What follows belongs to an exercise in optimizing a design on an open flow for small area; a production flow would make more cautious choices.
At most, simulation tests tie the RTL to the original design; equivalence was not proved.
Power figures rest on the tool's default switching activity, not on a simulated workload.

==> flow/design.v (excerpt) <==
module pulse_gen_tim
#(parameter WIDTH=25)
(
	input clk, enable, reset,
	input tim,  
	input [WIDTH-1:0] delay_in,
	input [WIDTH-1:0] duration_in,
	input [WIDTH-1:0] T_in,
	output reg out_signal
);
Settings: LEC_CHECK=0, CAP_MARGIN=20, CORE_MARGIN=2, CORE_UTILIZATION=40, PLACE_DENSITY=0.6, SLEW_MARGIN=20; clock period 5.0 ns.
standard.sh (not shown) runs the stock make flow with config.mk's settings and CLKGATE_MAP_FILE= SYNTH_SCRIPT=/design/flow/synth_recipe.tcl, a recipe that flattens the netlist after the stock synthesis.
==> flow/flow/run.sh <==
#!/bin/bash
set -euo pipefail
export BUFFER_PORTS_ARGS="-buffer_cell sky130_fd_sc_hd__buf_1"
export CTS_ARGS="-sink_clustering_enable -repair_clock_nets -dont_use_dummy_load"
bash standard.sh > standard.log 2>&1
The baseline went through all stages and came out clean.
Edit:
==> flow/flow/run.sh (replaced) <==
#!/bin/bash
set -euo pipefail
export BUFFER_PORTS_ARGS="-buffer_cell sky130_fd_sc_hd__buf_1"
export CTS_ARGS="-sink_clustering_enable -repair_clock_nets -dont_use_dummy_load -buf_list sky130_fd_sc_hd__clkbuf_8"
bash standard.sh > standard.log 2>&1
Clock power decreases by 29%.
Cell area decreases by 1.4%.
Global-route usage is about the same.
Total power came out lower by 9.6%.
Core utilization shrinks by 0.62 points.
Wire length is about the same.
Flip-flop and latch count does not change.
Combinational power barely changes.
Die area does not change.
Setup slack gains 27 ps.
Non-clock buffer count is unchanged.

========
The RTL this note starts from:
==> flow/design.v <==
module pulse_gen_tim
#(parameter WIDTH=25)
(
	input clk, enable, reset,
	input tim,  
	input [WIDTH-1:0] delay_in,
	input [WIDTH-1:0] duration_in,
	input [WIDTH-1:0] T_in,
	output reg out_signal
);
	reg [7:0] c0, c1, c2;
	reg [1:0] c3;
	reg cout1, cout2, cout3;
	reg state;
	localparam S0 = 1'b0, S1 = 1'b1;
	reg [WIDTH-1:0] pulse_time;
	reg [WIDTH-1:0] delay;
	reg [20:0] count_tim;
	reg [1:0] pre;
	reg [1:0] eq;
	wire [25:0] cnt = {c3, c2, c1, c0};
	wire [WIDTH-1:0] pt_nx = (state == S0) ? T_in : pulse_time;
	wire [WIDTH-1:0] dl_nx = (state == S0) ? delay_in : delay;
	reg [26:0] cs_s, cs_c;
	reg [26:0] yg, yp;
	reg [20:0] xg, xp;
	reg [24:0] bg, bp;
	reg a0, a1, a2;
	reg gg, pp, y_co, x_co, b_co;
	integer i, j;
	localparam K = 6;
	always @(*) begin
		for (i = 0; i < 27; i = i + 1) begin
			a0 = (i < 26) ? cnt[i] : 1'b0;
			a1 = (i < 21) ? count_tim[i] : 1'b0;
			a2 = (i < 25) ? ~duration_in[i] : 1'b1;
			cs_s[i] = a0 ^ a1 ^ a2;
			cs_c[i] = (a0 & a1) | (a0 & a2) | (a1 & a2);
		end
		yg = cs_s & {cs_c[25:0], 1'b1};
		yp = cs_s | {cs_c[25:0], 1'b1};
		y_co = 1'b0;
		for (j = 0; j < 27; j = j + K) begin
			gg = 1'b0;
			pp = 1'b1;
			for (i = j; i < j + K && i < 27; i = i + 1) begin
				gg = yg[i] | (yp[i] & gg);
				pp = pp & yp[i];
			end
			y_co = gg | (pp & y_co);
		end
		xg = cnt[20:0] & ~duration_in[20:0];
		xp = cnt[20:0] | ~duration_in[20:0];
		x_co = 1'b1;
		for (j = 0; j < 21; j = j + K) begin
			gg = 1'b0;
			pp = 1'b1;
			for (i = j; i < j + K && i < 21; i = i + 1) begin
				gg = xg[i] | (xp[i] & gg);
				pp = pp & xp[i];
			end
			x_co = gg | (pp & x_co);
		end
		x_co = x_co | (|cnt[25:21]);
		bg = duration_in & ~{4'd0, count_tim};
		bp = duration_in | ~{4'd0, count_tim};
		b_co = 1'b1;
		for (j = 0; j < 25; j = j + K) begin
			gg = 1'b0;
			pp = 1'b1;
			for (i = j; i < j + K && i < 25; i = i + 1) begin
				gg = bg[i] | (bp[i] & gg);
				pp = pp & bp[i];
			end
			b_co = gg | (pp & b_co);
		end
	end
	wire hit_u = b_co ? y_co : x_co;
	wire hit_t = cnt == {1'b0, pt_nx};
	wire hit_d = cnt == {1'b0, dl_nx};
	wire [1:0] code = {hit_u | hit_t, hit_u | (~hit_t & hit_d)};
	wire clr = reset | (state == S0);
	wire fin = eq[1] & eq[0];
always @(posedge clk) begin
	if (state == S0) begin
		pulse_time <= T_in;
		delay <= delay_in;
	end
end
always @(posedge clk) begin
	if (reset) begin
		out_signal <= 1'b0;
		state <= S0;
		count_tim <= 21'd0;
		cout1 <= 1'b0;
		cout2 <= 1'b0;
		cout3 <= 1'b0;
		pre <= 2'b11;
		eq <= 2'b00;
	end else begin
		case (state)
		S0: begin
			if (tim) count_tim <= count_tim + 1'b1;
			else if (enable) state <= S1;
		end
		S1: begin
			if (eq[1]) out_signal <= 1'b0;
			else if (eq[0]) out_signal <= 1'b1;
			if (fin) begin
				state <= S0;
				count_tim <= 21'd0;
			end
		end
		endcase
		cout1 <= (c0 == 8'hfe);
		cout2 <= &c1;
		cout3 <= &c2;
		pre <= code;
		eq <= pre;
	end
end
always @(posedge clk) begin
	c0 <= clr ? 8'd0 : c0 + 8'd1;
	if (cout1 & ~reset) c1 <= c1 + 8'd1;
	else if (clr) c1 <= 8'd0;
	if (cout2 & cout1 & ~reset) c2 <= c2 + 8'd1;
	else if (clr) c2 <= 8'd0;
	if (cout3 & cout2 & cout1 & ~reset) c3 <= c3 + 2'd1;
	else if (clr) c3 <= 2'd0;
end
endmodule
Settings: LEC_CHECK=0, CAP_MARGIN=20, CORE_MARGIN=2, CORE_UTILIZATION=40, PLACE_DENSITY=0.6, SLEW_MARGIN=20; clock period 5.0 ns.
==> flow/flow/run.sh <==
#!/bin/bash
# The standard layout with these changes:
#  - after the standard synthesis, the combinational logic is mapped again
#    by ABC with an area-oriented script (flow/area.abc); flip-flops are
#    kept as they are (same instances, names and cells);
#  - port buffers are the smallest buffer cell (buf_1);
#  - CTS uses clkbuf_8 and inserts no dummy loads.
set -euo pipefail
here=$(pwd)
R=$here/orfs/results/$FLOW_PLATFORM/pulse_gen_tim/base
LIB=$FLOW_HOME/platforms/$FLOW_PLATFORM/lib/sky130_fd_sc_hd__tt_025C_1v80.lib
YOSYS=$(command -v yosys || echo $FLOW_HOME/../tools/install/yosys/bin/yosys)
export BUFFER_PORTS_ARGS="-buffer_cell sky130_fd_sc_hd__buf_1"
export CTS_ARGS="-sink_clustering_enable -repair_clock_nets -dont_use_dummy_load -buf_list sky130_fd_sc_hd__clkbuf_8"

bash standard.sh synth > standard_synth.log 2>&1

cp $R/1_2_yosys.v $here/standard_netlist.v
DU=""
for c in sky130_fd_sc_hd__lpflow_bleeder_1 sky130_fd_sc_hd__lpflow_clkbufkapwr_1 sky130_fd_sc_hd__lpflow_clkbufkapwr_16 sky130_fd_sc_hd__lpflow_clkbufkapwr_2 sky130_fd_sc_hd__lpflow_clkbufkapwr_4 sky130_fd_sc_hd__lpflow_clkbufkapwr_8 sky130_fd_sc_hd__lpflow_clkinvkapwr_1 sky130_fd_sc_hd__lpflow_clkinvkapwr_16 sky130_fd_sc_hd__lpflow_clkinvkapwr_2 sky130_fd_sc_hd__lpflow_clkinvkapwr_4 sky130_fd_sc_hd__lpflow_clkinvkapwr_8 sky130_fd_sc_hd__lpflow_decapkapwr_12 sky130_fd_sc_hd__lpflow_decapkapwr_3 sky130_fd_sc_hd__lpflow_decapkapwr_4 sky130_fd_sc_hd__lpflow_decapkapwr_6 sky130_fd_sc_hd__lpflow_decapkapwr_8 sky130_fd_sc_hd__lpflow_inputiso0n_1 sky130_fd_sc_hd__lpflow_inputiso0p_1 sky130_fd_sc_hd__lpflow_inputiso1n_1 sky130_fd_sc_hd__lpflow_inputiso1p_1 sky130_fd_sc_hd__lpflow_inputisolatch_1 sky130_fd_sc_hd__lpflow_isobufsrc_1 sky130_fd_sc_hd__lpflow_isobufsrc_16 sky130_fd_sc_hd__lpflow_isobufsrc_2 sky130_fd_sc_hd__lpflow_isobufsrc_4 sky130_fd_sc_hd__lpflow_isobufsrc_8 sky130_fd_sc_hd__lpflow_isobufsrckapwr_16 sky130_fd_sc_hd__lpflow_lsbuf_lh_hl_isowell_tap_1 sky130_fd_sc_hd__lpflow_lsbuf_lh_hl_isowell_tap_2 sky130_fd_sc_hd__lpflow_lsbuf_lh_hl_isowell_tap_4 sky130_fd_sc_hd__lpflow_lsbuf_lh_isowell_4 sky130_fd_sc_hd__lpflow_lsbuf_lh_isowell_tap_1 sky130_fd_sc_hd__lpflow_lsbuf_lh_isowell_tap_2 sky130_fd_sc_hd__lpflow_lsbuf_lh_isowell_tap_4 sky130_fd_sc_hd__probe_p_8 sky130_fd_sc_hd__probec_p_8 ; do DU="$DU -dont_use $c"; done
cat > $here/remap.ys <<EOS
read_liberty -ignore_miss_func $LIB
read_verilog $here/standard_netlist.v
hierarchy -top $FLOW_TOP
setattr -mod -set blackbox 1 sky130_fd_sc_hd__df* sky130_fd_sc_hd__edf*
flatten
opt_clean
delete t:\$scopeinfo
abc -liberty $LIB $DU -script $here/flow/area.abc
opt_clean
hilomap -singleton -hicell sky130_fd_sc_hd__conb_1 HI -locell sky130_fd_sc_hd__conb_1 LO
stat -liberty $LIB
write_verilog -noattr -noexpr -nohex -nodec $here/remapped.v
EOS
$YOSYS -s $here/remap.ys > $here/remap.log 2>&1
cp $here/remapped.v $R/1_2_yosys.v
rm -f $R/1_synth.odb $R/1_synth.sdc

bash standard.sh > standard.log 2>&1
==> flow/flow/area.abc <==
strash; &get -n; &deepsyn -T 60; &put; dch -f; &get -n; &nf -R 1000; &put
The baseline passed the timing, DRC and antenna checks.
==> next run, changes <==
==> flow/flow/area.abc (replaced) <==
strash; &get -n; &deepsyn -T 60; &put; dch -f; amap; topo
Outcome: The changed run produced a clean layout. Routed wire length climbs by 1.9%. Sequential power drops by about 0.7%. Cell count climbs by 5.7%. Setup slack gets worse by 130 ps. Sequential share of layout area climbs by 0.72 points. Fmax drops by about 3%. Die area drops by about 4%.
Function was not checked in any run of this note: the RTL went through the layout flow alone.

re-timing with driven ports:
In the flow no input, the clock included, has a driving cell. The finished layouts below were timed again as built, in two steps.
Step 1 (the two cells are an assumption about what drives the block):
set clk [get_ports {clk}]
set_driving_cell -lib_cell sky130_fd_sc_hd__clkbuf_16 $clk
set_driving_cell -lib_cell sky130_fd_sc_hd__buf_2 [delete_from_list [all_inputs] $clk]
Step 2, shift: input delay + t, output delay - t, t = (earliest + latest rising clock arrival at the registers) / 2. This alone moves slack from input paths to output paths.
Slacks: ideal / step 1 / step 2; pairs: ideal / step 1.
run	t (ns)	setup slack, ns	worst setup path after step 2
the first run of note 1	0.392	0.478 / 0.495 / 0.103	input to register
the second run of note 1	0.410	0.505 / 0.517 / 0.107	input to register
the first run of note 2	0.410	0.538 / 0.551 / 0.140	input to register
the second run of note 2	0.411	0.404 / 0.417 / 0.006	input to register
After both steps every run listed still meets setup and hold.
